This is an optimization exercise on Yosys and OpenROAD, whose aim is small area, not a production implementation.
Function was checked by simulation only, so behaviour that the tests miss may differ from the original.
Power and IR drop assume default switching activity.

==> design/flow/config.mk <==
export PLATFORM = sky130hd
export DESIGN_NAME = u_riscv
export DESIGN_NICKNAME = u_riscv
export VERILOG_FILES = /design/flow/design.v
export SDC_FILE = /design/flow/constraint.sdc
export NUM_CORES = 8
export LEC_CHECK = 0
export CAP_MARGIN = 20
export CELL_PAD_IN_SITES_DETAIL_PLACEMENT = 2
export CELL_PAD_IN_SITES_GLOBAL_PLACEMENT = 2
export CORE_MARGIN = 2
export CORE_UTILIZATION = 30
export CTS_BUF_LIST = sky130_fd_sc_hd__clkbuf_4
export PLACE_DENSITY = 0.5
export SLEW_MARGIN = 20
export SYNTH_HIERARCHICAL = 1
export CTS_ARGS = -sink_clustering_enable -repair_clock_nets -buf_list sky130_fd_sc_hd__clkbuf_4 -dont_use_dummy_load
export BUFFER_PORTS_ARGS = -buffer_cell sky130_fd_sc_hd__buf_1
==> design/flow/constraint.sdc <==
create_clock -name core_clock -period 15.0 [get_ports {clk}]
set_input_delay 3.0000 -clock core_clock [delete_from_list [all_inputs] [get_ports {clk}]]
set_output_delay 3.0000 -clock core_clock [all_outputs]
set_load 0.01 [all_outputs]
==> design/flow/design.v <==
module c_rd8 (input [7:0] s, input [7:0] d, output y);
assign y = |(s & d);
endmodule
module u_idu_instBuffer (
	input         clk,
	input         wen,
	input  [1:0]  wpair,
	input  [31:0] in0,
	input  [31:0] in1,
	input  [7:0]  rsel0,
	input  [7:0]  rsel1,
	output [31:0] out0,
	output [31:0] out1
);
reg [7:0][31:0] e;
genvar k, b;
for (k = 0; k < 4; k = k + 1) begin : g_pair
	always @(posedge clk) begin
		if (wen & (wpair == k)) begin
			e[2*k]   <= in0;
			e[2*k+1] <= in1;
		end
	end
end
for (b = 0; b < 32; b = b + 1) begin : g_bit
	wire [7:0] d;
	for (k = 0; k < 8; k = k + 1) begin : g_d
		assign d[k] = e[k][b];
	end
	c_rd8 r0 (.s(rsel0), .d(d), .y(out0[b]));
	c_rd8 r1 (.s(rsel1), .d(d), .y(out1[b]));
end
endmodule
module u_dec_id (
	input [31:0] inst,
	output illegal_inst,
	output wfi,
	output inst_rs1_vld,
	output inst_rs2_vld,
	output rf_wen,
	output dmem_load,
	output dmem_store
);
wire [6:0] opcode = inst[6:0];
wire [2:0] funct3 = inst[14:12];
wire [6:0] funct7 = inst[31:25];
wire lui       = (opcode == 7'b0110111);
wire auipc     = (opcode == 7'b0010111);
wire jal       = (opcode == 7'b1101111);
wire jalr      = (opcode == 7'b1100111);
wire branch    = (opcode == 7'b1100011);
wire load      = (opcode == 7'b0000011);
wire store     = (opcode == 7'b0100011);
wire imm_arith = (opcode == 7'b0010011);
wire arith     = (opcode == 7'b0110011);
wire f7_zero = (funct7 == 7'b0000000);
wire f7_30   = (funct7 == 7'b0100000);
wire f3_0 = (funct3 == 3'd0);
wire f3_1 = (funct3 == 3'd1);
wire f3_2 = (funct3 == 3'd2);
wire f3_3 = (funct3 == 3'd3);
wire f3_4 = (funct3 == 3'd4);
wire f3_5 = (funct3 == 3'd5);
wire f3_6 = (funct3 == 3'd6);
wire f3_7 = (funct3 == 3'd7);
assign wfi = (inst == 32'b00010000010100000000000001110011);
wire alphaTensor_vld = (opcode == 7'b1000001);
wire exceptions_inst = wfi | alphaTensor_vld;
wire opcode_illegal = ~(exceptions_inst | lui | auipc | jal | jalr | branch | load | store | imm_arith | arith);
wire jalr_inst    = jalr & f3_0;
wire jalr_illegal = jalr & ~f3_0;
wire beq  = branch & f3_0;
wire bne  = branch & f3_1;
wire blt  = branch & f3_4;
wire bge  = branch & f3_5;
wire bltu = branch & f3_6;
wire bgeu = branch & f3_7;
wire branch_illegal = branch & (f3_2 | f3_3);
wire lb_inst = load & f3_0;
wire lh_inst = load & f3_1;
wire lw_i    = load & f3_2;
wire lbu     = load & f3_4;
wire lhu     = load & f3_5;
wire load_illegal = load & (f3_3 | f3_6 | f3_7);
wire sb = store & f3_0;
wire sh = store & f3_1;
wire sw = store & f3_2;
wire store_illegal = store & ~(f3_0 | f3_1 | f3_2);
wire addi  = imm_arith & f3_0;
wire slti  = imm_arith & f3_2;
wire sltiu = imm_arith & f3_3;
wire xori  = imm_arith & f3_4;
wire ori   = imm_arith & f3_6;
wire andi  = imm_arith & f3_7;
wire slli  = imm_arith & f3_1 & f7_zero;
wire srli  = imm_arith & f3_5 & f7_zero;
wire srai  = imm_arith & f3_5 & f7_30;
wire slli_illegal  = imm_arith & f3_1 & ~f7_zero;
wire srali_illegal = imm_arith & f3_5 & ~f7_zero & ~f7_30;
wire imm_arith_illegal = srali_illegal | slli_illegal;
wire add      = arith & f3_0 & f7_zero;
wire sub      = arith & f3_0 & f7_30;
wire sll      = arith & f3_1 & f7_zero;
wire slt      = arith & f3_2 & f7_zero;
wire sltu     = arith & f3_3 & f7_zero;
wire xor_inst = arith & f3_4 & f7_zero;
wire srl      = arith & f3_5 & f7_zero;
wire sra      = arith & f3_5 & f7_30;
wire or_inst  = arith & f3_6 & f7_zero;
wire and_inst = arith & f3_7 & f7_zero;
wire arith_illegal = arith & (~(f7_30 | f7_zero) | (f7_30 & ~(f3_0 | f3_5)));
wire r_type = arith;
wire i_type = imm_arith | jalr | load;
wire u_type = lui | auipc;
assign dmem_load  = lb_inst | lh_inst | lw_i | lbu | lhu;
assign dmem_store = sb | sh | sw;
assign inst_rs1_vld = store | branch | i_type | r_type;
assign inst_rs2_vld = r_type | branch | store;
assign rf_wen = (u_type | jal | i_type | r_type) & (inst[11:7] != 5'd0);
wire [31:0] i_type_imm = {{21{inst[31]}}, inst[30:21], inst[20]};
wire [31:0] s_type_imm = {{21{inst[31]}}, inst[30:25], inst[11:7]};
wire [31:0] b_type_imm = {{20{inst[31]}}, inst[7], inst[30:25], inst[11:8], 1'b0};
wire [31:0] u_type_imm = {inst[31:12], 12'b0};
wire [31:0] j_type_imm = {{12{inst[31]}}, inst[19:12], inst[20], inst[30:21], 1'b0};
assign illegal_inst = opcode_illegal | branch_illegal | jalr_illegal | load_illegal | store_illegal | imm_arith_illegal | arith_illegal;
endmodule
module u_dec_ex (
	input [31:0] inst,
	output [31:0] imm_data_out,
	output rf_wen,
	output dmem_load,
	output dmem_store,
	output st_hw,
	output st_w,
	output alu_adder_sel_src1_pc,
	output alu_adder_sel_src2_rs2,
	output alu_general_sel_src2_rs2,
	output unsigned_data,
	output adder_vld,
	output adder_sub,
	output comparator_vld,
	output logical_plane_and,
	output logical_plane_or,
	output logical_plane_xor,
	output shifter_right_shift,
	output shifter_logical_shift,
	output bru_jal,
	output bru_jalr,
	output bru_bge,
	output bru_blt,
	output bru_beq,
	output bru_bne
);
wire [6:0] opcode = inst[6:0];
wire [2:0] funct3 = inst[14:12];
wire [6:0] funct7 = inst[31:25];
wire lui       = (opcode == 7'b0110111);
wire auipc     = (opcode == 7'b0010111);
wire jal       = (opcode == 7'b1101111);
wire jalr      = (opcode == 7'b1100111);
wire branch    = (opcode == 7'b1100011);
wire load      = (opcode == 7'b0000011);
wire store     = (opcode == 7'b0100011);
wire imm_arith = (opcode == 7'b0010011);
wire arith     = (opcode == 7'b0110011);
wire f7_zero = (funct7 == 7'b0000000);
wire f7_30   = (funct7 == 7'b0100000);
wire f3_0 = (funct3 == 3'd0);
wire f3_1 = (funct3 == 3'd1);
wire f3_2 = (funct3 == 3'd2);
wire f3_3 = (funct3 == 3'd3);
wire f3_4 = (funct3 == 3'd4);
wire f3_5 = (funct3 == 3'd5);
wire f3_6 = (funct3 == 3'd6);
wire f3_7 = (funct3 == 3'd7);
wire jalr_inst    = jalr & f3_0;
wire jalr_illegal = jalr & ~f3_0;
wire beq  = branch & f3_0;
wire bne  = branch & f3_1;
wire blt  = branch & f3_4;
wire bge  = branch & f3_5;
wire bltu = branch & f3_6;
wire bgeu = branch & f3_7;
wire branch_illegal = branch & (f3_2 | f3_3);
wire lb_inst = load & f3_0;
wire lh_inst = load & f3_1;
wire lw_i    = load & f3_2;
wire lbu     = load & f3_4;
wire lhu     = load & f3_5;
wire load_illegal = load & (f3_3 | f3_6 | f3_7);
wire sb = store & f3_0;
wire sh = store & f3_1;
wire sw = store & f3_2;
wire store_illegal = store & ~(f3_0 | f3_1 | f3_2);
wire addi  = imm_arith & f3_0;
wire slti  = imm_arith & f3_2;
wire sltiu = imm_arith & f3_3;
wire xori  = imm_arith & f3_4;
wire ori   = imm_arith & f3_6;
wire andi  = imm_arith & f3_7;
wire slli  = imm_arith & f3_1 & f7_zero;
wire srli  = imm_arith & f3_5 & f7_zero;
wire srai  = imm_arith & f3_5 & f7_30;
wire slli_illegal  = imm_arith & f3_1 & ~f7_zero;
wire srali_illegal = imm_arith & f3_5 & ~f7_zero & ~f7_30;
wire imm_arith_illegal = srali_illegal | slli_illegal;
wire add      = arith & f3_0 & f7_zero;
wire sub      = arith & f3_0 & f7_30;
wire sll      = arith & f3_1 & f7_zero;
wire slt      = arith & f3_2 & f7_zero;
wire sltu     = arith & f3_3 & f7_zero;
wire xor_inst = arith & f3_4 & f7_zero;
wire srl      = arith & f3_5 & f7_zero;
wire sra      = arith & f3_5 & f7_30;
wire or_inst  = arith & f3_6 & f7_zero;
wire and_inst = arith & f3_7 & f7_zero;
wire arith_illegal = arith & (~(f7_30 | f7_zero) | (f7_30 & ~(f3_0 | f3_5)));
assign bru_jal  = jal;
assign bru_jalr = jalr_inst;
assign bru_beq  = beq;
assign bru_bne  = bne;
assign bru_blt  = blt | bltu;
assign bru_bge  = bge | bgeu;
assign unsigned_data         = bltu | bgeu | sltiu | sltu | lbu | lhu;
assign adder_vld             = lui | auipc | lb_inst | lh_inst | lw_i | lbu | lhu | addi | add | sub;
assign adder_sub             = sub;
assign comparator_vld        = slt | sltu | slti | sltiu;
assign logical_plane_and     = and_inst | andi;
assign logical_plane_or      = or_inst | ori;
assign logical_plane_xor     = xor_inst | xori | beq | bne;
assign shifter_right_shift   = sra | srl | srai | srli;
assign shifter_logical_shift = srl | sll | srli | slli;
wire r_type = arith;
wire i_type = imm_arith | jalr | load;
wire u_type = lui | auipc;
assign alu_adder_sel_src1_pc    = auipc | branch | jal;
assign alu_adder_sel_src2_rs2   = r_type;
assign alu_general_sel_src2_rs2 = r_type | branch;
assign dmem_load  = lb_inst | lh_inst | lw_i | lbu | lhu;
assign dmem_store = sb | sh | sw;
assign st_hw = sh | sw;
assign st_w  = sw;
assign rf_wen = (u_type | jal | i_type | r_type) & (inst[11:7] != 5'd0);
wire [31:0] i_type_imm = {{21{inst[31]}}, inst[30:21], inst[20]};
wire [31:0] s_type_imm = {{21{inst[31]}}, inst[30:25], inst[11:7]};
wire [31:0] b_type_imm = {{20{inst[31]}}, inst[7], inst[30:25], inst[11:8], 1'b0};
wire [31:0] u_type_imm = {inst[31:12], 12'b0};
wire [31:0] j_type_imm = {{12{inst[31]}}, inst[19:12], inst[20], inst[30:21], 1'b0};
assign imm_data_out = ({32{i_type}} & i_type_imm) | ({32{store}} & s_type_imm) | ({32{branch}} & b_type_imm) | ({32{u_type}} & u_type_imm) | ({32{jal}} & j_type_imm);
endmodule
module c_cyn (input p, input g, input c, output nco);
assign nco = ~(g | (p & c));
endmodule
module c_cyp (input np, input ng, input nc, output co);
assign co = ~(ng & (np | nc));
endmodule
module c_xor2 (input a, input b, output y);
assign y = a ^ b;
endmodule
module c_xnor2 (input a, input b, output y);
assign y = ~(a ^ b);
endmodule
module c_and2 (input a, input b, output y);
assign y = a & b;
endmodule
module c_or2 (input a, input b, output y);
assign y = a | b;
endmodule
module c_nor2 (input a, input b, output y);
assign y = ~(a | b);
endmodule
module u_add32 (
	input  [31:0] a,
	input  [31:0] b,
	input         ci,
	output [31:0] s
);
wire [32:0] c;
assign c[0] = ci;
genvar i;
for (i = 0; i < 32; i = i + 1) begin : g_bit
	if (i % 2 == 0) begin : g_even
		wire p, g;
		c_xor2 up (.a(a[i]), .b(b[i]), .y(p));
		c_and2 ug (.a(a[i]), .b(b[i]), .y(g));
		c_cyn  uc (.p(p), .g(g), .c(c[i]), .nco(c[i+1]));
		c_xor2 us (.a(p), .b(c[i]), .y(s[i]));
	end else begin : g_odd
		wire np, ng;
		c_xnor2 up (.a(a[i]), .b(b[i]), .y(np));
		c_nand2 ug (.a(a[i]), .b(b[i]), .y(ng));
		c_cyp   uc (.np(np), .ng(ng), .nc(c[i]), .co(c[i+1]));
		c_xor2  us (.a(np), .b(c[i]), .y(s[i]));
	end
end
endmodule
module u_inc30 (
	input  [29:0] a,
	output [29:0] s
);
wire [8:0] gc;		 
assign gc[0] = 1'b1;
genvar j, k;
for (j = 0; j < 8; j = j + 1) begin : g_grp
	localparam integer W = (j == 7) ? 2 : 4;
	wire [3:0] c;
	assign c[0] = gc[j];
	for (k = 1; k < W; k = k + 1) begin : g_in
		assign c[k] = c[k-1] & a[4*j+k-1];
	end
	for (k = 0; k < W; k = k + 1) begin : g_s
		assign s[4*j+k] = a[4*j+k] ^ c[k];
	end
	assign gc[j+1] = gc[j] & (&a[4*j +: W]);
end
endmodule
module u_inc29 (
	input  [28:0] a,
	output [28:0] s
);
wire [29:0] c;
assign c[0] = 1'b1;
genvar i;
for (i = 0; i < 29; i = i + 1) begin : g_bit
	assign s[i]   = a[i] ^ c[i];
	assign c[i+1] = a[i] & c[i];
end
endmodule
module u_pcsub (
	input  [29:0] a,
	input  [3:0]  c,
	output [29:0] s
);
wire [30:0] bw;
assign bw[0] = 1'b0;
genvar i;
for (i = 0; i < 30; i = i + 1) begin : g_bit
	if (i < 4) begin : g_full
		assign s[i]    = a[i] ^ c[i] ^ bw[i];
		assign bw[i+1] = (~a[i] & c[i]) | (~a[i] & bw[i]) | (c[i] & bw[i]);
	end else begin : g_dec
		assign s[i]    = a[i] ^ bw[i];
		assign bw[i+1] = ~a[i] & bw[i];
	end
end
endmodule
module u_cmp_grp_p (input [3:0] x, input [3:0] y, output G, output T);
wire [3:0] g = x & y;
wire [3:0] t = x | y;
assign G = g[3] | (t[3] & (g[2] | (t[2] & (g[1] | (t[1] & g[0])))));
assign T = &t;
endmodule
module u_cmp_grp_n (input [3:0] x, input [3:0] y, output nG, output nT);
wire [3:0] g = x & y;
wire [3:0] t = x | y;
assign nG = ~(g[3] | (t[3] & (g[2] | (t[2] & (g[1] | (t[1] & g[0]))))));
assign nT = ~(&t);
endmodule
module u_alu_comparator (
	input  [31:0] a,
	input  [31:0] nb,
	input         unsigned_comp,
	output        lt
);
wire [31:0] x = {a[31] ^ ~unsigned_comp, a[30:0]};
wire [31:0] y = {nb[31] ^ ~unsigned_comp, nb[30:0]};
wire [8:0] c;
assign c[0] = 1'b1;
genvar j;
for (j = 0; j < 8; j = j + 1) begin : g_grp
	if (j % 2 == 0) begin : g_even
		wire G, T;
		u_cmp_grp_p ug (.x(x[4*j +: 4]), .y(y[4*j +: 4]), .G(G), .T(T));
		c_cyn uc (.p(T), .g(G), .c(c[j]), .nco(c[j+1]));
	end else begin : g_odd
		wire nG, nT;
		u_cmp_grp_n ug (.x(x[4*j +: 4]), .y(y[4*j +: 4]), .nG(nG), .nT(nT));
		c_cyp uc (.np(nT), .ng(nG), .nc(c[j]), .co(c[j+1]));
	end
end
assign lt = ~c[8];
endmodule
module c_mux2i (input a, input b, input s, output y);
assign y = ~(s ? b : a);
endmodule
module u_alu_shifter (
	input  [31:0] d,
	input  [4:0]  n,
	input         right_shift,
	input         logical_shift,
	output [31:0] q
);
wire fill  = right_shift & ~logical_shift & d[31];
wire nfill = ~fill;
wire [31:0] l0;
wire [31:0] l1;
wire [31:0] l2;
wire [31:0] l3;
wire [31:0] l4;
genvar i;
for (i = 0; i < 32; i = i + 1) begin : g_bit
	c_mux2i m0 (.a(d[31-i]), .b(d[i]), .s(right_shift), .y(l0[i]));
	c_mux2i m1 (.a(l0[i]), .b(i + 1  < 32 ? l0[i+1]  : nfill), .s(n[0]), .y(l1[i]));
	c_mux2i m2 (.a(l1[i]), .b(i + 2  < 32 ? l1[i+2]  : fill),  .s(n[1]), .y(l2[i]));
	c_mux2i m3 (.a(l2[i]), .b(i + 4  < 32 ? l2[i+4]  : nfill), .s(n[2]), .y(l3[i]));
	c_mux2i m4 (.a(l3[i]), .b(i + 8  < 32 ? l3[i+8]  : fill),  .s(n[3]), .y(l4[i]));
	c_mux2i m5 (.a(l4[i]), .b(i + 16 < 32 ? l4[i+16] : nfill), .s(n[4]), .y(q[i]));
end
endmodule
module u_alu (
	input  [31:0] pc,
	input  [31:0] ra,		 
	input  [31:0] rs1,
	input  [31:0] rs2,
	input  [31:0] imm,
	input         f_src1_pc,
	input         f_src2_rs2,
	input         f_gen_rs2,
	input         f_uns,
	input         f_add,
	input         f_sub,
	input         f_cmp,
	input         f_and,
	input         f_or,
	input         f_xor,
	input         f_shr,
	input         f_shl,
	input         f_jal,
	input         f_jalr,
	input         f_bge,
	input         f_blt,
	input         f_beq,
	input         f_bne,
	output [31:0] res,
	output [31:0] tgt,
	output        flush,
	output        bru
);
wire [31:0] a  = f_src1_pc ? pc : rs1;
wire [31:0] b  = f_src2_rs2 ? rs2 : imm;
wire [31:0] b2 = f_gen_rs2 ? rs2 : imm;
wire [31:0] sum;
u_add32 adder (.a(a), .b(b ^ {32{f_sub}}), .ci(f_sub), .s(sum));
wire lt;
u_alu_comparator comparator (.a(rs1), .nb(~b2), .unsigned_comp(f_uns), .lt(lt));
wire [31:0] lg = ((rs1 & b2) & {32{f_and}}) | ((rs1 | b2) & {32{f_or}}) | ((rs1 ^ b2) & {32{f_xor}});
wire [31:0] sh;
u_alu_shifter shifter (.d(rs1), .n(b2[4:0]), .right_shift(f_shr), .logical_shift(f_shl), .q(sh));
wire jump = f_jal | f_jalr;
wire svld = f_shr | f_shl;
wire [31:0] sh_rev;
genvar k;
for (k = 0; k < 32; k = k + 1) begin : g_rev
	assign sh_rev[k] = sh[31-k];
end
assign res = ({32{jump}} & ra) | lg | ({32{f_add}} & sum) | ({32{f_cmp}} & {31'b0, lt}) | ({32{svld & f_shr}} & sh) | ({32{svld & ~f_shr}} & sh_rev);
assign tgt = {sum[31:1], sum[0] & ~f_jalr};
wire xb = |lg;
assign flush = jump | (f_beq & ~xb) | (f_bne & xb) | (f_blt & lt) | (f_bge & ~lt);
assign bru = f_blt | f_bge | f_beq | f_bne | jump;
endmodule
module c_rfw (input w1, input d1, input w0, input d0, input h, input q, output n);
assign n = (w1 & d1) | (w0 & d0) | (h & q);
endmodule
module c_aoi222 (input a1, input a2, input b1, input b2, input c1, input c2, output y);
assign y = ~((a1 & a2) | (b1 & b2) | (c1 & c2));
endmodule
module c_nand2 (input a, input b, output y);
assign y = ~(a & b);
endmodule
module c_rdfin (input [10:0] t, input s0, input d0, input s1, input d1, output y);
assign y = ~(&t) | (s0 & d0) | (s1 & d1);
endmodule
module c_rd35 (input [34:0] s, input [34:0] d, output y);
wire [10:0] t;
genvar g;
for (g = 0; g < 11; g = g + 1) begin : g_aoi
	c_aoi222 u (.a1(s[3*g]), .a2(d[3*g]), .b1(s[3*g+1]), .b2(d[3*g+1]), .c1(s[3*g+2]), .c2(d[3*g+2]), .y(t[g]));
end
c_rdfin u_or (.t(t), .s0(s[33]), .d0(d[33]), .s1(s[34]), .d1(d[34]), .y(y));
endmodule
module u_rf (
	input         clk,
	input         rst_n,
	input         we0,
	input         we1,
	input  [4:0]  wa0,
	input  [4:0]  wa1,
	input  [31:0] wd0,
	input  [31:0] wd1,
	input  [31:0] cal0,
	input  [31:0] cal1,
	input  [19:0] idx,		 
	input  [3:0]  srf,		 
	input  [15:0] sbyp,		 
	output [127:0] op
);
reg  [31:1][31:0] r;
reg  [31:1] v;
wire [31:1] w0;
wire [31:1] w1;
genvar i, b, p;
for (i = 1; i < 32; i = i + 1) begin : g_reg
	assign w0[i] = we0 & (wa0 == i);
	assign w1[i] = we1 & (wa1 == i);
	wire h = ~(w0[i] | w1[i]);
	wire [31:0] n;
	for (b = 0; b < 32; b = b + 1) begin : g_bit
		c_rfw u (.w1(w1[i]), .d1(wd1[b]), .w0(w0[i]), .d0(wd0[b]), .h(h), .q(r[i][b]), .n(n[b]));
	end
	always @(posedge clk) r[i] <= n;
end
always @(posedge clk or negedge rst_n) begin
	if (!rst_n) v <= 31'b0;
	else v <= v | w0 | w1;
end
for (p = 0; p < 4; p = p + 1) begin : g_port
	wire [4:0] a = idx[5*p +: 5];
	wire [34:0] s;
	for (i = 1; i < 32; i = i + 1) begin : g_sel
		assign s[i-1] = srf[p] & v[i] & (a == i);
	end
	assign s[34:31] = sbyp[4*p +: 4];
	for (b = 0; b < 32; b = b + 1) begin : g_bit
		wire [34:0] d;
		for (i = 1; i < 32; i = i + 1) begin : g_d
			assign d[i-1] = r[i][b];
		end
		assign d[34:31] = {cal1[b], cal0[b], wd1[b], wd0[b]};
		c_rd35 u (.s(s), .d(d), .y(op[32*p + b]));
	end
end
endmodule
module u_riscv (
	input				clk					,
	input				rst_n					,
	input				start_pulse				,
	input	[32-1:0]		start_pc				,
	input	[2-1:0]	core_configuration			,
	output 	[1:0] 			core_status				,
	output 	[2-1:0] 	core_exceptions				,
	output 	[32-1:0]		core_exceptions_pc			,
	output	[8-1:0]	imem_addr				,
	output					imem_cen				,
	input	[32-1:0]		imem_rd_data_1				,
	input	[32-1:0]		imem_rd_data_2				,
	output	[9-1:0]	dmem_addr				,
	output					dmem_ren				,
	output	[128-1:0]		dmem_wen				,
	output	[128-1:0]		dmem_wr_data				,
	input	[128-1:0]		dmem_rd_data
);
reg		start_pulse_ff;
reg		sync_start_pulse;
reg	[31:0]	sync_start_pc;
reg	[1:0]	sync_core_configuration;
always @(posedge clk) begin
	if (~rst_n) begin
		start_pulse_ff   <= 1'b0;
		sync_start_pulse <= 1'b0;
	end
	else begin
		start_pulse_ff   <= start_pulse & ~start_pulse_ff;
		sync_start_pulse <= start_pulse_ff;
	end
end
always @(posedge clk) begin
	if (rst_n & start_pulse & ~start_pulse_ff) begin
		sync_start_pc           <= start_pc;
		sync_core_configuration <= core_configuration;
	end
end
wire		x_wfi;
wire		x_exc;
wire	[1:0]	x_excs;
wire	[31:0]	x_epc;
reg	[1:0]	csr_status;
reg	[1:0]	csr_cfg;
reg	[1:0]	csr_exc;
reg	[31:0]	csr_epc;
always @(posedge clk or negedge rst_n) begin
	if (!rst_n) csr_status <= 2'b00;
	else if (sync_start_pulse) csr_status <= 2'b01;
	else if (x_wfi | x_exc) begin
		csr_status[0] <= 1'b0;
		csr_status[1] <= x_wfi & ~x_exc;
	end
end
always @(posedge clk or negedge rst_n) begin
	if (!rst_n) csr_cfg <= 2'b00;
	else if (sync_start_pulse) csr_cfg <= sync_core_configuration;
end
always @(posedge clk or negedge rst_n) begin
	if (!rst_n) csr_exc <= 2'b00;
	else if (sync_start_pulse) csr_exc <= 2'b00;
	else if (x_exc) csr_exc <= x_excs;
end
always @(posedge clk or negedge rst_n) begin
	if (!rst_n) csr_epc <= 32'd0;
	else if (sync_start_pulse) csr_epc <= 32'd0;
	else if (x_exc) csr_epc <= x_epc;
end
assign core_status        = csr_status;
assign core_exceptions    = csr_exc;
assign core_exceptions_pc = csr_epc;
wire core_running = csr_status[0];
wire		flush;
wire	[31:0]	redir_pc;
wire		ib_full;
wire		detect;
wire		report;
reg	[31:0]	arb_pc;
wire	[28:0]	arb_inc;
u_inc29 pc_inc (.a(arb_pc[31:3]), .s(arb_inc));
wire	[31:0]	arb_pc_q = sync_start_pulse ? sync_start_pc : (flush ? redir_pc : {arb_inc, arb_pc[2:0]});
always @(posedge clk) begin
	if (sync_start_pulse | flush | (core_running & ~(ib_full | detect | report)))
		arb_pc <= arb_pc_q;
end
assign imem_addr = arb_pc_q[9:2];
assign imem_cen  = core_running | sync_start_pulse;
wire fetch = ~(flush | ib_full | detect | report) & core_running;
wire	[1:0]	dvld;
reg	[3:0]	rd_ptr;
reg	[2:0]	wr_pair;
wire	[3:0]	wr_ptr = {wr_pair, 1'b0};
wire	[3:0]	rd_ptr_p1 = rd_ptr + 4'd1;
wire	[3:0]	wr_ptr_p1 = {wr_pair, 1'b1};
wire		ib_clear = flush | detect | sync_start_pulse;
assign ib_full = (rd_ptr[3] != wr_ptr_p1[3]) && (rd_ptr[2:0] <= wr_ptr_p1[2:0]);
wire		ib_empty = (rd_ptr == wr_ptr);
wire		ib_one   = (rd_ptr_p1 == wr_ptr);
always @(posedge clk or negedge rst_n) begin
	if (!rst_n) begin
		rd_ptr  <= 4'd0;
		wr_pair <= 3'd0;
	end
	else begin
		rd_ptr  <= ib_clear ? 4'd0 : (rd_ptr + {3'd0, dvld[0]} + {3'd0, dvld[1]});
		wr_pair <= ib_clear ? 3'd0 : (wr_pair + {2'd0, fetch});
	end
end
wire	[7:0]	rsel0 = 8'd1 << rd_ptr[2:0];
wire	[7:0]	rsel1 = {rsel0[6:0], rsel0[7]};
wire	[31:0]	inst0;
wire	[31:0]	inst1;
u_idu_instBuffer instBuffer (
	.clk	(clk),
	.wen	(~ib_full),		 
	.wpair	(wr_pair[1:0]),
	.in0	(imem_rd_data_1),
	.in1	(imem_rd_data_2),
	.rsel0	(rsel0),
	.rsel1	(rsel1),
	.out0	(inst0),
	.out1	(inst1)
);
wire		ivld0 = ~ib_empty;
wire		ivld1 = ~(ib_one | ib_empty);
wire	[3:0]	ib_cnt = wr_ptr - rd_ptr;
wire	[29:0]	pc0_hi;
u_pcsub pc_sub (.a(arb_pc[31:2]), .c(ib_cnt), .s(pc0_hi));
wire	[31:0]	id_pc0 = {pc0_hi, arb_pc[1:0]};
wire		pc_unalign = |arb_pc[1:0];
wire		unalign0 = ~rd_ptr[0] & pc_unalign;
wire		unalign1 =  rd_ptr[0] & pc_unalign;
wire	[1:0]	d_illegal, d_wfi, d_rs1v, d_rs2v, d_wen, d_ld, d_st;
wire	[1:0][31:0]	id_inst;
assign id_inst[0] = inst0;
assign id_inst[1] = inst1;
genvar gi;
for (gi = 0; gi < 2; gi = gi + 1) begin : g_dec
	u_dec_id dec (
		.inst		(id_inst[gi]),
		.illegal_inst	(d_illegal[gi]),
		.wfi		(d_wfi[gi]),
		.inst_rs1_vld	(d_rs1v[gi]),
		.inst_rs2_vld	(d_rs2v[gi]),
		.rf_wen		(d_wen[gi]),
		.dmem_load	(d_ld[gi]),
		.dmem_store	(d_st[gi])
	);
end
reg	[1:0]	ex_pv;
reg	[1:0]	ex_wfi;
reg	[1:0]	ex_excv;
reg	[1:0][1:0]	ex_excs;
reg	[31:0]	ex_pc0;
reg	[1:0][31:0]	ex_inst;
reg	[3:0][3:0]	ex_sel;		 
reg	[3:0]	ex_srf;			 
wire	[1:0][31:0]	ex_rs1;
wire	[1:0][31:0]	ex_rs2;
wire	[1:0][4:0]	ex_rd = {ex_inst[1][11:7], ex_inst[0][11:7]};
wire	[1:0]	ex_wen, ex_ld, ex_st, ex_sthw, ex_stw;
wire	[1:0]	ex_src1pc, ex_src2rs2, ex_genrs2, ex_uns, ex_add, ex_sub, ex_cmp, ex_and, ex_or, ex_xor;
wire	[1:0]	ex_shr, ex_shl, ex_jal, ex_jalr, ex_bge, ex_blt, ex_beq, ex_bne;
wire	[1:0][31:0]	ex_imm;
wire	[1:0][31:0]	alu_res;
reg	[1:0]	ls_pv;
reg	[1:0][4:0]	ls_rd;
reg	[1:0]	ls_wen, ls_ld;
reg	[1:0][2:0]	ls_f3;		 
reg	[1:0][31:0]	ls_cal;
reg	[1:0]	wb_pv;
reg	[1:0][4:0]	wb_rd;
reg	[1:0]	wb_wen;
reg	[1:0][31:0]	wb_data;
wire	[1:0]	rf_wen;
assign rf_wen[0] = wb_pv[0] & wb_wen[0] & (wb_rd[0] != wb_rd[1]);
assign rf_wen[1] = wb_pv[1] & wb_wen[1];
wire	[1:0]	e_byp = ex_pv & ex_wen & ~ex_ld;
wire	[1:0]	e_ldv = ex_pv & ex_ld;
wire	[1:0]	m_byp = ls_pv & ls_wen & ~ls_ld;
wire	[1:0]	m_ldv = ls_pv & ls_ld;
wire	[3:0][4:0]	p_idx;
wire	[3:0]	p_vld;
assign p_idx[0] = inst0[19:15];
assign p_idx[1] = inst0[24:20];
assign p_idx[2] = inst1[19:15];
assign p_idx[3] = inst1[24:20];
assign p_vld = {d_rs2v[1], d_rs1v[1], d_rs2v[0], d_rs1v[0]};
wire	[3:0]	p_stall;
wire	[15:0]	p_sbyp;
wire	[3:0]	p_srf;
genvar gp;
for (gp = 0; gp < 4; gp = gp + 1) begin : g_port
	wire [4:0] rs = p_idx[gp];
	wire       v  = p_vld[gp];
	wire [1:0] me = {v & (rs == ex_rd[1]), v & (rs == ex_rd[0])};
	wire [1:0] mm = {v & (rs == ls_rd[1]), v & (rs == ls_rd[0])};
	wire [1:0] eb = e_byp & me;
	wire [1:0] es = e_ldv & me;
	wire [1:0] mb = m_byp & mm;
	wire [1:0] ms = m_ldv & mm;
	wire       ebit = |eb;
	assign p_stall[gp] = es[1] | (es[0] & ~eb[1]) | (ms[1] & ~ebit) | (ms[0] & ~mb[1] & ~ebit);
	assign p_sbyp[4*gp +: 4] = {eb[1],
	                            eb[0] & ~eb[1],
	                            ~ebit & mb[1],
	                            ~ebit & mb[0] & ~mb[1]};
	assign p_srf[gp] = v & ~ebit & ~(|mb);
end
wire	[1:0]	stall = {p_stall[3] | p_stall[2], p_stall[1] | p_stall[0]};
wire		i0_mem = d_ld[0] | d_st[0];
wire		i1_mem = d_ld[1] | d_st[1];
wire		dep1 = d_wen[0] & d_rs1v[1] & (inst0[11:7] == inst1[19:15]);
wire		dep2 = d_wen[0] & d_rs2v[1] & (inst0[11:7] == inst1[24:20]);
wire	[1:0]	exc0;
wire	[1:0]	exc1;
assign exc0[0] = ~csr_cfg[0] & unalign0;
assign exc0[1] = ~exc0[0] & ~csr_cfg[1] & d_illegal[0];
assign exc1[0] = ~csr_cfg[0] & unalign1;
assign exc1[1] = ~exc1[0] & ~csr_cfg[1] & d_illegal[1];
wire		exc0v = |exc0;
wire		exc1v = |exc1;
wire		wfi0v = ~exc0v & d_wfi[0];
wire		wfi1v = ~exc1v & d_wfi[1];
assign dvld[0] = ivld0 & ~(stall[0] | flush);
assign dvld[1] = ivld1 & ~stall[1] & dvld[0] & ~(ivld0 & (wfi0v | exc0v)) & ~(dep1 | dep2) & ~(i0_mem & i1_mem);
assign detect  = (dvld[0] & (wfi0v | exc0v)) | (dvld[1] & (wfi1v | exc1v));
always @(posedge clk or negedge rst_n) begin
	if (!rst_n) ex_pv <= 2'b00;
	else ex_pv <= dvld;
end
always @(posedge clk or negedge rst_n) begin
	if (!rst_n) begin
		ex_wfi  <= 2'b00;
		ex_excv <= 2'b00;
	end
	else begin
		if (dvld[0]) begin
			ex_wfi[0]  <= wfi0v;
			ex_excv[0] <= exc0v;
		end
		if (dvld[1]) begin
			ex_wfi[1]  <= wfi1v;
			ex_excv[1] <= exc1v;
		end
	end
end
always @(posedge clk) begin
	ex_excs[0] <= exc0;
	ex_excs[1] <= exc1;
	ex_pc0     <= id_pc0;
	ex_inst[0] <= inst0;
	ex_inst[1] <= inst1;
	ex_sel     <= p_sbyp;
	ex_srf     <= p_srf;
end
wire	[1:0][31:0]	alu_tgt;
wire	[1:0]	alu_flush;
wire	[1:0]	alu_bru;
wire	[1:0][31:0]	ex_pc;
assign ex_pc[0] = ex_pc0;
assign ex_pc[1] = ex_ra[0];		 
for (gi = 0; gi < 2; gi = gi + 1) begin : g_exdec
	u_dec_ex dec (
		.inst				(ex_inst[gi]),
		.imm_data_out			(ex_imm[gi]),
		.rf_wen				(ex_wen[gi]),
		.dmem_load			(ex_ld[gi]),
		.dmem_store			(ex_st[gi]),
		.st_hw				(ex_sthw[gi]),
		.st_w				(ex_stw[gi]),
		.alu_adder_sel_src1_pc		(ex_src1pc[gi]),
		.alu_adder_sel_src2_rs2		(ex_src2rs2[gi]),
		.alu_general_sel_src2_rs2	(ex_genrs2[gi]),
		.unsigned_data			(ex_uns[gi]),
		.adder_vld			(ex_add[gi]),
		.adder_sub			(ex_sub[gi]),
		.comparator_vld			(ex_cmp[gi]),
		.logical_plane_and		(ex_and[gi]),
		.logical_plane_or		(ex_or[gi]),
		.logical_plane_xor		(ex_xor[gi]),
		.shifter_right_shift		(ex_shr[gi]),
		.shifter_logical_shift		(ex_shl[gi]),
		.bru_jal			(ex_jal[gi]),
		.bru_jalr			(ex_jalr[gi]),
		.bru_bge			(ex_bge[gi]),
		.bru_blt			(ex_blt[gi]),
		.bru_beq			(ex_beq[gi]),
		.bru_bne			(ex_bne[gi])
	);
end
wire	[127:0]	x_data;
u_rf rf (
	.clk	(clk),
	.rst_n	(rst_n),
	.we0	(rf_wen[0]),
	.we1	(rf_wen[1]),
	.wa0	(wb_rd[0]),
	.wa1	(wb_rd[1]),
	.wd0	(wb_data[0]),
	.wd1	(wb_data[1]),
	.cal0	(ls_cal[0]),
	.cal1	(ls_cal[1]),
	.idx	({ex_inst[1][24:15], ex_inst[0][24:15]}),
	.srf	(ex_srf),
	.sbyp	(ex_sel),
	.op	(x_data)
);
assign ex_rs1[0] = x_data[31:0];
assign ex_rs2[0] = x_data[63:32];
assign ex_rs1[1] = x_data[95:64];
assign ex_rs2[1] = x_data[127:96];
wire	[29:0]	pc0_inc4;
wire	[28:0]	pc0_inc8;
u_inc30 ra0_inc (.a(ex_pc0[31:2]), .s(pc0_inc4));
u_inc29 ra1_inc (.a(ex_pc0[31:3]), .s(pc0_inc8));
wire	[1:0][31:0]	ex_ra;
assign ex_ra[0] = {pc0_inc4, ex_pc0[1:0]};
assign ex_ra[1] = {pc0_inc8, ex_pc0[2:0]};
for (gi = 0; gi < 2; gi = gi + 1) begin : g_alu
	u_alu alu (
		.pc		(ex_pc[gi]),
		.ra		(ex_ra[gi]),
		.rs1		(ex_rs1[gi]),
		.rs2		(ex_rs2[gi]),
		.imm		(ex_imm[gi]),
		.f_src1_pc	(ex_src1pc[gi]),
		.f_src2_rs2	(ex_src2rs2[gi]),
		.f_gen_rs2	(ex_genrs2[gi]),
		.f_uns		(ex_uns[gi]),
		.f_add		(ex_add[gi]),
		.f_sub		(ex_sub[gi]),
		.f_cmp		(ex_cmp[gi]),
		.f_and		(ex_and[gi]),
		.f_or		(ex_or[gi]),
		.f_xor		(ex_xor[gi]),
		.f_shr		(ex_shr[gi]),
		.f_shl		(ex_shl[gi]),
		.f_jal		(ex_jal[gi]),
		.f_jalr		(ex_jalr[gi]),
		.f_bge		(ex_bge[gi]),
		.f_blt		(ex_blt[gi]),
		.f_beq		(ex_beq[gi]),
		.f_bne		(ex_bne[gi]),
		.res		(alu_res[gi]),
		.tgt		(alu_tgt[gi]),
		.flush		(alu_flush[gi]),
		.bru		(alu_bru[gi])
	);
end
wire	[1:0]	q;
assign q[0] = ex_pv[0];
assign q[1] = ex_pv[1] & ~(alu_flush[0] | ex_wfi[0] | ex_excv[0]);
assign x_wfi  = (q[0] & ex_wfi[0]) | (q[1] & ex_wfi[1]);
assign x_exc  = (q[0] & ex_excv[0]) | (q[1] & ex_excv[1]);
assign x_epc  = ex_excv[0] ? ex_pc[0] : ex_pc[1];
assign x_excs = ex_excv[0] ? ex_excs[0] : ex_excs[1];
assign report = ex_wfi[1] | ex_excv[1] | ex_wfi[0] | ex_excv[0];
wire	[1:0]	bflush = ex_pv & alu_bru & alu_flush;
assign flush    = |bflush;
assign redir_pc = bflush[0] ? alu_tgt[0] : alu_tgt[1];
wire	[1:0]	ren = ex_ld & q;
assign dmem_ren  = |ren;
assign dmem_addr = ({9{ren[0]}} & alu_res[0][12:4]) | ({9{ren[1]}} & alu_res[1][12:4]);
wire		wen_b = |(ex_st & q);
wire		wen_h = |(ex_sthw & q);
wire		wen_w = |(ex_stw & q);
assign dmem_wen  = {96'd0, {16{wen_w}}, {8{wen_h}}, {8{wen_b}}};
wire	[31:0]	st_data = ex_st[0] ? ex_rs2[0] : ex_rs2[1];
assign dmem_wr_data = {96'd0, st_data};		 
always @(posedge clk or negedge rst_n) begin
	if (!rst_n) ls_pv <= 2'b00;
	else ls_pv <= q & ~(ex_wfi | ex_excv);
end
always @(posedge clk) begin
	ls_rd[0]  <= ex_rd[0];
	ls_rd[1]  <= ex_rd[1];
	ls_wen    <= ex_wen;
	ls_ld     <= ex_ld;
	ls_f3[0]  <= ex_inst[0][14:12];
	ls_f3[1]  <= ex_inst[1][14:12];
	ls_cal[0] <= alu_res[0];
	ls_cal[1] <= alu_res[1];
end
wire		l1   = ~ls_ld[0];
wire	[3:0]	la   = l1 ? ls_cal[1][3:0] : ls_cal[0][3:0];
wire	[2:0]	l_f3 = l1 ? ls_f3[1] : ls_f3[0];
wire		l_lb = ~l_f3[1] & ~l_f3[0];
wire		l_lh = l_f3[0];
wire		l_lw = l_f3[1];
wire		l_un = l_f3[2];
reg	[31:0]	l_word;
always @(*) begin
	case (la[3:2])
		2'd0: l_word = dmem_rd_data[31:0];
		2'd1: l_word = dmem_rd_data[63:32];
		2'd2: l_word = dmem_rd_data[95:64];
		default: l_word = dmem_rd_data[127:96];
	endcase
end
wire	[15:0]	l_half = la[1] ? l_word[31:16] : l_word[15:0];
wire	[7:0]	l_byte = la[0] ? l_half[15:8] : l_half[7:0];
wire	[31:0]	l_data = ({32{l_lw}} & l_word) | ({32{l_lh}} & {{16{~l_un & l_half[15]}}, l_half}) | ({32{l_lb}} & {{24{~l_un & l_byte[7]}}, l_byte});
always @(posedge clk or negedge rst_n) begin
	if (!rst_n) wb_pv <= 2'b00;
	else wb_pv <= ls_pv;
end
always @(posedge clk or negedge rst_n) begin
	if (!rst_n) wb_rd[1] <= 5'd0;
	else if (ls_pv[1]) wb_rd[1] <= ls_rd[1];
end
always @(posedge clk) begin
	wb_rd[0]   <= ls_rd[0];
	wb_wen     <= ls_wen;
	wb_data[0] <= ls_ld[0] ? l_data : ls_cal[0];
	wb_data[1] <= ls_ld[1] ? l_data : ls_cal[1];
end
endmodule
==> design/flow/flow/run.sh <==
#!/bin/bash
# Layout flow: the standard flow (standard.sh, ORFS synthesis to finish) with two changes
# to how the layout is made, passed to ORFS through config.mk:
#  - clock tree synthesis inserts no dummy loads (the tree is still balanced by CTS),
#  - the input and output port buffers use the smallest buffer cell.
# Every tool's output goes to logs in this folder (standard.log and ORFS's own logs).
set -e
cp standard.sh standard_sh.txt
cat >> config.mk <<'EOT'
export CTS_ARGS = -sink_clustering_enable -repair_clock_nets -buf_list sky130_fd_sc_hd__clkbuf_4 -dont_use_dummy_load
export BUFFER_PORTS_ARGS = -buffer_cell sky130_fd_sc_hd__buf_1
EOT
bash standard.sh > standard.log 2>&1
==> design/flow/standard.sh <==
#!/bin/bash
# synth_recipe.tcl (not shown) runs the flow's synth.tcl, then flattens the netlist and writes it again
# the make line also repeats each setting of config.mk as NAME=value (left out here)
make -C /OpenROAD-flow-scripts/flow DESIGN_CONFIG=/design/flow/config.mk WORK_HOME=/design/flow/orfs CLKGATE_MAP_FILE= SYNTH_SCRIPT=/design/flow/synth_recipe.tcl "${@:-finish}"
==> results of run 1 <==
[routing by layer]
| layer | global-route usage, % | share of wire (%) | vias to the layer above |
|---|---|---|---|
| met5 | 5.73 | 0.27 | - |
| met4 | 35.7 | 9.3 | 117 |
| met3 | 22.8 | 15 | 3334 |
| met2 | 66.0 | 40 | 11000 |
| met1 | 53.5 | 36 | 63400 |
| li1 | - | - | 46000 |
[report_power, final]
group | switching, uW | internal [uW] | total [uW]
registers | 613 | 4950 | 5570
clock network | 2150 | 1620 | 3770
logic | 2880 | 1070 | 3950
total | 5650 | 7640 | 13300
[registers in the layout, indices dropped and copies added, names as in the netlist, 32 cells and up]
register	flops
rf.r	992
instBuffer.e	256
ls_cal	64
arb_pc	32
wb_data	64
csr_epc	32
ex_pc0	32
sync_start_pc	32
ex_inst	64
[final timing paths]
| kind | startpoint | to | slack [ps] |
|---|---|---|---|
| worst max-delay path | ex_inst[21]$_DFF_P_ | dmem_addr[8] | 1380 |
| worst max register to register | ex_inst[21]$_DFF_P_ | arb_pc[31]$_DFFE_PP_ | 3080 |
| worst min register to register | arb_pc[0]$_DFFE_PP_ | ex_pc0[0]$_DFF_P_ | 370 |
| worst min-delay path | arb_pc[0]$_DFFE_PP_ | ex_pc0[0]$_DFF_P_ | 370 |
| max in group asynchronous | rst_n | rf.v[2]$_DFF_PN0_ | 12420 |
| min in group asynchronous | rst_n | csr_status[1]$_DFFE_PN0P_ | 1260 |
[metrics by stage]
step,area [um2],setup slack [ps],instances,total power (uW)
final,116000,1380,16100,13300
after global routing,116000,1320,16000,13700
after detailed placement,110000,3590,15100,9460
after global placement,110000,3860,15000,9350
after CTS,115000,1850,15600,13200
after floorplan,102000,2970,10200,7480
[layout make-up]
class | instances | area, um2
inverters | 1272 | 4780
well taps | 4515 | 5650
diodes | 514 | 1290
fillers | 37100 | 220000
clock buffers | 538 | 4040
flip-flops and latches | 1682 | 37400
multi-input cells | 6808 | 58100
repair buffers | 776 | 4550
==> impl_metrics.ini, run 1 <==
[status]
status = failed layout checks
violations = max-capacitance violations, max-slew violations

[critical_path]
worst-setup-path-type = reg2out
path_depth = 22
critPathTopFamily = simple AND/OR/NAND/NOR gates
crit_slowest_cell = nand4_1
endpoint_kind = output port
path_max_fanout = 32
cp_slowest_stage_delay_ps = 1160
cp.buffers_inverters = 3
startpoint_type = flop
path_cells = and4bb_2 > and3_2 > buf_4 > a222oi_1 > nand4_1 > or4_1 > mux2i_1 > o22a_2 > o21ai_2 > nor2_1 > a21oi_2 > o21ai_1 > a21oi_2 > o21ai_1 > inv_1 > mux2_2 > nor3_1 > mux2i_1 > nor4b_2 > and2_1 > a22o_1 > buf_1
r2r_cells = 45
worstPathArrival_ps = 10620
critical_path_required_ps = 12000

[cts]
hold_buffers = 0
numCtsBuffers = 538
insertion_delay_ps = 1760
cts_tree = done
cts_sinks = 1682
worst_setup_hold_path_clk_slew_ps = 60
cts_root_buf = clkbuf_4
ctsResizeCount = 0
clk_path_buf_depth = 4
htreeDepth = 6
cts_setup_buffers = 0

[global_route]
grt_max_degree = 71
grt-ovfl-total = 0
grt_pass1_vias = 121000
antenna_found_initial = 188
grt_util_all_layers_pct = 46.8
grt_pass1_wl_mm = 1100

[drt]
drtAntennaViolNets = 0
drt-initial-drc-count = 34200
firstDrtPassIters = 23
post-route-drc-count = 0
wl_per_cell_um = 52.3
vias = 124000
drt_wl_total_mm = 842
via_per_inst = 7.69

[power_and_ir_drop]
p_leak_uw = 0.0484
pwr_density_cell_nw_per_um2 = 115
ir_drop_mv = 0.0787

[sta]
slew_headroom_pct = -8.63
finalSetupViolations = 0
min_period_ps = 13620
holdWs_ps = 371
rsz0062_at_grt = false
slew_violations = 11
finClkSkew_ps = 243
finalHoldViolCount = 0
finalSetupTns_ps = 0
worst_slew_pin_slew_ps = 1620
fmax_ghz = 0.0734
finalCritPeriodShare_pct = 90.8

[synthesis]
syn_avg_cell_area_um2 = 10.1
synth_cells = 10000
netlist_area_um2 = 101000
yosysWarnings = 9

[cells_and_area]
final_nets = 11600
layout_commonest_cell = a222oi_1
layout-drive-gt1-share_pct = 13.3
fin_util_pct = 34.4
most-common-layout-cells = a222oi_1 (2466), inv_1 (1262), dfxtp_1 (1245)
syn2layout_area_growth_pct = 14.3

[worst_hold_path]
hold_depth = 0
holdCritPathClass = reg2reg

[place]
place_congestion = 1.07
portBuffers = 347
dp_hpwl_mm = 551

[run]
cap_violations = 1

[die]
io_pins = 540
chipWidth_um = 585
core_area_um2 = 336000
die_h_um = 585
initial_core_util_pct = 30.1
row_count = 213
die_area_um2 = 343000
==> inputs of run 2 (changes only) <==
--- a/design/flow/design.v
+++ b/design/flow/design.v
@@ -127,4 +127,5 @@
 module u_dec_ex (
 	input [31:0] inst,
+	output inst_rs2_vld,
 	output [31:0] imm_data_out,
 	output rf_wen,
@@ -135,5 +136,4 @@
 	output alu_adder_sel_src1_pc,
 	output alu_adder_sel_src2_rs2,
-	output alu_general_sel_src2_rs2,
 	output unsigned_data,
 	output adder_vld,
@@ -236,5 +236,4 @@
 assign alu_adder_sel_src1_pc    = auipc | branch | jal;
 assign alu_adder_sel_src2_rs2   = r_type;
-assign alu_general_sel_src2_rs2 = r_type | branch;
 assign dmem_load  = lb_inst | lh_inst | lw_i | lbu | lhu;
 assign dmem_store = sb | sh | sw;
@@ -248,4 +247,5 @@
 wire [31:0] j_type_imm = {{12{inst[31]}}, inst[19:12], inst[20], inst[30:21], 1'b0};
 assign imm_data_out = ({32{i_type}} & i_type_imm) | ({32{store}} & s_type_imm) | ({32{branch}} & b_type_imm) | ({32{u_type}} & u_type_imm) | ({32{jal}} & j_type_imm);
+assign inst_rs2_vld = r_type | branch | store;
 endmodule
 module c_cyn (input p, input g, input c, output nco);
@@ -416,5 +416,4 @@
 	input         f_src1_pc,
 	input         f_src2_rs2,
-	input         f_gen_rs2,
 	input         f_uns,
 	input         f_add,
@@ -439,5 +438,5 @@
 wire [31:0] a  = f_src1_pc ? pc : rs1;
 wire [31:0] b  = f_src2_rs2 ? rs2 : imm;
-wire [31:0] b2 = f_gen_rs2 ? rs2 : imm;
+wire [31:0] b2 = rs2;		 
 wire [31:0] sum;
 u_add32 adder (.a(a), .b(b ^ {32{f_sub}}), .ci(f_sub), .s(sum));
@@ -472,4 +471,15 @@
 assign y = ~(&t) | (s0 & d0) | (s1 & d1);
 endmodule
+module c_rdfin3 (input [10:0] t, input s0, input d0, input s1, input d1, input s2, input d2, output y);
+assign y = ~(&t) | (s0 & d0) | (s1 & d1) | (s2 & d2);
+endmodule
+module c_rd36 (input [35:0] s, input [35:0] d, output y);
+wire [10:0] t;
+genvar g;
+for (g = 0; g < 11; g = g + 1) begin : g_aoi
+	c_aoi222 u (.a1(s[3*g]), .a2(d[3*g]), .b1(s[3*g+1]), .b2(d[3*g+1]), .c1(s[3*g+2]), .c2(d[3*g+2]), .y(t[g]));
+end
+c_rdfin3 u_or (.t(t), .s0(s[33]), .d0(d[33]), .s1(s[34]), .d1(d[34]), .s2(s[35]), .d2(d[35]), .y(y));
+endmodule
 module c_rd35 (input [34:0] s, input [34:0] d, output y);
 wire [10:0] t;
@@ -493,4 +503,7 @@
 	input  [19:0] idx,		 
 	input  [3:0]  srf,		 
+	input  [31:0] imm0,		 
+	input  [31:0] imm1,
+	input  [1:0]  simm,
 	input  [15:0] sbyp,		 
 	output [127:0] op
@@ -528,5 +541,9 @@
 		end
 		assign d[34:31] = {cal1[b], cal0[b], wd1[b], wd0[b]};
-		c_rd35 u (.s(s), .d(d), .y(op[32*p + b]));
+		if (p % 2 == 0) begin : g_rs1
+			c_rd35 u (.s(s), .d(d), .y(op[32*p + b]));
+		end else begin : g_rs2
+			c_rd36 u (.s({simm[p/2], s}), .d({(p == 1) ? imm0[b] : imm1[b], d}), .y(op[32*p + b]));
+		end
 	end
 end
@@ -574,5 +591,7 @@
 wire		x_exc;
 wire	[1:0]	x_excs;
-wire	[31:0]	x_epc;
+wire		x_epc_l0;		 
+wire	[31:0]	x_epc0;
+wire	[31:0]	x_epc1;
 reg	[1:0]	csr_status;
 reg	[1:0]	csr_cfg;
@@ -596,8 +615,10 @@
 	else if (x_exc) csr_exc <= x_excs;
 end
+wire		epc_l0 = ~sync_start_pulse & x_exc & x_epc_l0;
+wire		epc_l1 = ~sync_start_pulse & x_exc & ~x_epc_l0;
+wire		epc_h  = ~sync_start_pulse & ~x_exc;
 always @(posedge clk or negedge rst_n) begin
 	if (!rst_n) csr_epc <= 32'd0;
-	else if (sync_start_pulse) csr_epc <= 32'd0;
-	else if (x_exc) csr_epc <= x_epc;
+	else csr_epc <= ({32{epc_l0}} & x_epc0) | ({32{epc_l1}} & x_epc1) | ({32{epc_h}} & csr_epc);
 end
 assign core_status        = csr_status;
@@ -606,5 +627,4 @@
 wire core_running = csr_status[0];
 wire		flush;
-wire	[31:0]	redir_pc;
 wire		ib_full;
 wire		detect;
@@ -613,5 +633,11 @@
 wire	[28:0]	arb_inc;
 u_inc29 pc_inc (.a(arb_pc[31:3]), .s(arb_inc));
-wire	[31:0]	arb_pc_q = sync_start_pulse ? sync_start_pc : (flush ? redir_pc : {arb_inc, arb_pc[2:0]});
+wire	[1:0]	bflush;
+wire	[1:0][31:0]	alu_tgt;
+wire		q_spc = sync_start_pulse;
+wire		q_t0  = ~sync_start_pulse & bflush[0];
+wire		q_t1  = ~sync_start_pulse & ~bflush[0] & bflush[1];
+wire		q_inc = ~sync_start_pulse & ~flush;
+wire	[31:0]	arb_pc_q = ({32{q_spc}} & sync_start_pc) | ({32{q_t0}} & alu_tgt[0]) | ({32{q_t1}} & alu_tgt[1]) | ({32{q_inc}} & {arb_inc, arb_pc[2:0]});
 always @(posedge clk) begin
 	if (sync_start_pulse | flush | (core_running & ~(ib_full | detect | report)))
@@ -694,7 +720,8 @@
 wire	[1:0][4:0]	ex_rd = {ex_inst[1][11:7], ex_inst[0][11:7]};
 wire	[1:0]	ex_wen, ex_ld, ex_st, ex_sthw, ex_stw;
-wire	[1:0]	ex_src1pc, ex_src2rs2, ex_genrs2, ex_uns, ex_add, ex_sub, ex_cmp, ex_and, ex_or, ex_xor;
+wire	[1:0]	ex_src1pc, ex_src2rs2, ex_uns, ex_add, ex_sub, ex_cmp, ex_and, ex_or, ex_xor;
 wire	[1:0]	ex_shr, ex_shl, ex_jal, ex_jalr, ex_bge, ex_blt, ex_beq, ex_bne;
 wire	[1:0][31:0]	ex_imm;
+wire	[1:0]	ex_rs2v;
 wire	[1:0][31:0]	alu_res;
 reg	[1:0]	ls_pv;
@@ -789,5 +816,4 @@
 	ex_srf     <= p_srf;
 end
-wire	[1:0][31:0]	alu_tgt;
 wire	[1:0]	alu_flush;
 wire	[1:0]	alu_bru;
@@ -799,4 +825,5 @@
 		.inst				(ex_inst[gi]),
 		.imm_data_out			(ex_imm[gi]),
+		.inst_rs2_vld			(ex_rs2v[gi]),
 		.rf_wen				(ex_wen[gi]),
 		.dmem_load			(ex_ld[gi]),
@@ -806,5 +833,4 @@
 		.alu_adder_sel_src1_pc		(ex_src1pc[gi]),
 		.alu_adder_sel_src2_rs2		(ex_src2rs2[gi]),
-		.alu_general_sel_src2_rs2	(ex_genrs2[gi]),
 		.unsigned_data			(ex_uns[gi]),
 		.adder_vld			(ex_add[gi]),
@@ -838,4 +864,7 @@
 	.idx	({ex_inst[1][24:15], ex_inst[0][24:15]}),
 	.srf	(ex_srf),
+	.imm0	(ex_imm[0]),
+	.imm1	(ex_imm[1]),
+	.simm	(~ex_rs2v),
 	.sbyp	(ex_sel),
 	.op	(x_data)
@@ -861,5 +890,4 @@
 		.f_src1_pc	(ex_src1pc[gi]),
 		.f_src2_rs2	(ex_src2rs2[gi]),
-		.f_gen_rs2	(ex_genrs2[gi]),
 		.f_uns		(ex_uns[gi]),
 		.f_add		(ex_add[gi]),
@@ -888,10 +916,11 @@
 assign x_wfi  = (q[0] & ex_wfi[0]) | (q[1] & ex_wfi[1]);
 assign x_exc  = (q[0] & ex_excv[0]) | (q[1] & ex_excv[1]);
-assign x_epc  = ex_excv[0] ? ex_pc[0] : ex_pc[1];
+assign x_epc_l0 = ex_excv[0];
+assign x_epc0   = ex_pc[0];
+assign x_epc1   = ex_pc[1];
 assign x_excs = ex_excv[0] ? ex_excs[0] : ex_excs[1];
 assign report = ex_wfi[1] | ex_excv[1] | ex_wfi[0] | ex_excv[0];
-wire	[1:0]	bflush = ex_pv & alu_bru & alu_flush;
-assign flush    = |bflush;
-assign redir_pc = bflush[0] ? alu_tgt[0] : alu_tgt[1];
+assign bflush = ex_pv & alu_bru & alu_flush;
+assign flush  = |bflush;
 wire	[1:0]	ren = ex_ld & q;
 assign dmem_ren  = |ren;
==> design/flow/flow/run.sh (replaced) <==
#!/bin/bash
# Layout flow: the standard flow (standard.sh, ORFS from synthesis to finish) with two changes
# to how the layout is made, passed to ORFS through config.mk:
#  - clock tree synthesis inserts no dummy loads, and clusters up to 12 flip-flops (within 80 um)
#    on each clkbuf_8 leaf buffer,
#  - the input and output port buffers use the smallest buffer cell.
# Every tool's output goes to logs in this folder (standard.log and ORFS's own logs).
set -e
cp standard.sh standard_sh.txt
cat >> config.mk <<'EOT'
export CTS_ARGS = -sink_clustering_enable -repair_clock_nets -buf_list sky130_fd_sc_hd__clkbuf_8 -sink_clustering_size 12 -sink_clustering_max_diameter 80 -dont_use_dummy_load
export BUFFER_PORTS_ARGS = -buffer_cell sky130_fd_sc_hd__buf_1
EOT
bash standard.sh > standard.log 2>&1
==> design/flow/config.mk (replaced) <==
export PLATFORM = sky130hd
export DESIGN_NAME = u_riscv
export DESIGN_NICKNAME = u_riscv
export VERILOG_FILES = /design/flow/design.v
export SDC_FILE = /design/flow/constraint.sdc
export NUM_CORES = 8
export LEC_CHECK = 0
export CAP_MARGIN = 30
export CELL_PAD_IN_SITES_DETAIL_PLACEMENT = 2
export CELL_PAD_IN_SITES_GLOBAL_PLACEMENT = 2
export CORE_MARGIN = 2
export CORE_UTILIZATION = 30
export CTS_BUF_LIST = sky130_fd_sc_hd__clkbuf_8
export PLACE_DENSITY = 0.5
export SLEW_MARGIN = 20
export SYNTH_HIERARCHICAL = 1
export CTS_ARGS = -sink_clustering_enable -repair_clock_nets -buf_list sky130_fd_sc_hd__clkbuf_8 -sink_clustering_size 12 -sink_clustering_max_diameter 80 -dont_use_dummy_load
export BUFFER_PORTS_ARGS = -buffer_cell sky130_fd_sc_hd__buf_1
==> impl_metrics.ini, run 2 <==
[sta]
worst_slew_pin_slew_ps = 1430
finalHoldViolCount = 0
min_period_ps = 13140
fmax_ghz = 0.0761
finClkSkew_ps = 172
slew_violations = 0
timing.final.ws_setup_ps = 1860
rsz0062_at_grt = false
slew_headroom_pct = 4.37
finalSetupTns_ps = 0
finalSetupViolations = 0
finalCritPeriodShare_pct = 87.6

[cts]
htreeDepth = 4
cts_tree = done
insertion_delay_ps = 1170
hold_buffers = 0
cts_sinks = 1682
numCtsBuffers = 187
ctsResizeCount = 0
cts_root_buf = clkbuf_8
worst_setup_hold_path_clk_slew_ps = 80
cts_setup_buffers = 0
clk_path_buf_depth = 4

[critical_path]
worstPathArrival_ps = 10140
worst-setup-path-type = reg2out
startpoint_type = flop
crit_top_cell = o21ai_1
cp_slowest_stage_delay_ps = 970
path_max_fanout = 32
critical_path_required_ps = 12000
cp.buffers_inverters = 6
critPathTopFamily = simple AND/OR/NAND/NOR gates
endpoint_kind = output port
crit_slowest_cell = a222oi_1

[cells_and_area]
regMostFlops = rf.r
final_nets = 11200
layout_commonest_cell = a222oi_1
reg.largest.list = rf.r: 992 flops, instBuffer.e: 256 flops
largest_register_ffs = 992
layout-drive-gt1-share_pct = 9.84
syn2layout_area_growth_pct = 11.7
fin_util_pct = 33.6
most-common-layout-cells = a222oi_1 (2530), inv_1 (1264), dfxtp_1 (1254)

[worst_hold_path]
holdCritPathClass = reg2reg

[die]
io_pins = 540
core_area_um2 = 336000
chipWidth_um = 585
row_count = 213
initial_core_util_pct = 30.1
die_area_um2 = 342000
die_h_um = 585

[synthesis]
yosysWarnings = 9
netlist_area_um2 = 101000
synth_cells = 10000
syn_avg_cell_area_um2 = 10.1

[status]
status = finished clean

[place]
portBuffers = 347
place_ws_ps = 3320
place_congestion = 1.03
dp_hpwl_mm = 573

[global_route]
grt_max_degree = 69
grt_pass1_wl_mm = 1050
antenna_found_initial = 83
grt-ovfl-total = 0
grt_util_all_layers_pct = 44.3
grt_pass1_vias = 114000

[run]
cap_violations = 0

[power_and_ir_drop]
p_leak_uw = 0.0458
ir_drop_mv = 0.0700
pwr_density_cell_nw_per_um2 = 72.2

[drt]
drt-initial-drc-count = 32800
wl_per_cell_um = 52.1
firstDrtPassIters = 15
vias = 118000
drtAntennaViolNets = 0
post-route-drc-count = 0
drt_wl_total_mm = 797
via_per_inst = 7.73
run 2: final cells by class:
type	instances	area, um2
repair buffers	825	4970
multi-input cells	6747	57600
clock buffers	187	2570
well taps	4515	5650
fillers	36800	223000
flip-flops and latches	1682	37400
diodes	51	128
inverters	1282	4820
run 2: power by group:
group	switching, uW	total, uW	internal [uW]
clock	1910	3020	1100
sequential	57.2	4700	4640
combinational	339	463	125
run 2: per-stage QoR:
step	total power, uW	hold WS [ps]	instances	instance area (um2)
CTS	8180	410	15200	113000
finish	8170	418	15300	113000
global placement	5230	388	15000	110000
global route	8380	427	15300	113000
floorplan	5040	329	10200	102000
detailed placement	5240	384	15000	110000
run 2: final timing paths:
| check | endpoint | startpoint | cells after the start | slack (ps) |
|---|---|---|---|---|
| max | dmem_addr[6] | ex_inst[5]$_DFF_P_ | 27 | 1860 |
| min | ex_pc0[0]$_DFF_P_ | arb_pc[0]$_DFFE_PP_ | 0 | 420 |
| max reg2reg | ls_cal[31]$_DFF_P_ | ex_inst[21]$_DFF_P_ | 44 | 2860 |
| min reg2reg | ex_pc0[0]$_DFF_P_ | arb_pc[0]$_DFFE_PP_ | 0 | 420 |
| max in group asynchronous | rf.v[2]$_DFF_PN0_ | rst_n | 3 | 11220 |
| min in group asynchronous | csr_epc[19]$_DFF_PN0_ | rst_n | 1 | 1890 |
run 2: metal layers:
layer  GRT usage [%]  share of wire [%]  routed length, um
met5           0.434              0.072                574
met4            32.3                8.9              70600
met3            12.9                 12              96300
met2            65.0                 41             331000
met1            55.0                 37             299000

==> port drivers added, routing unchanged <==
In the flow no input, the clock included, has a driving cell. The finished layouts below were timed again as built, in two steps. Step 1: set_driving_cell puts a clkbuf_16 on clk and a buf_2 on each other input, an assumption about the parent block. Step 2 also shifts input and output timing later by t, the mid clock arrival at the registers, as if the neighbouring blocks saw the same clock. Slacks: ideal / step 1 / step 2; pairs: ideal / step 1.
run | t, ns | setup WS [ns] | latest minus earliest clock arrival (ns) | pins driven straight from the clock port
run 1 | 1.750 | 1.383 / 1.272 / 3.021 | 0.245 / 0.245 | 1
run 2 | 1.204 | 1.859 / 1.737 / 2.858 | 0.173 / 0.172 | 1
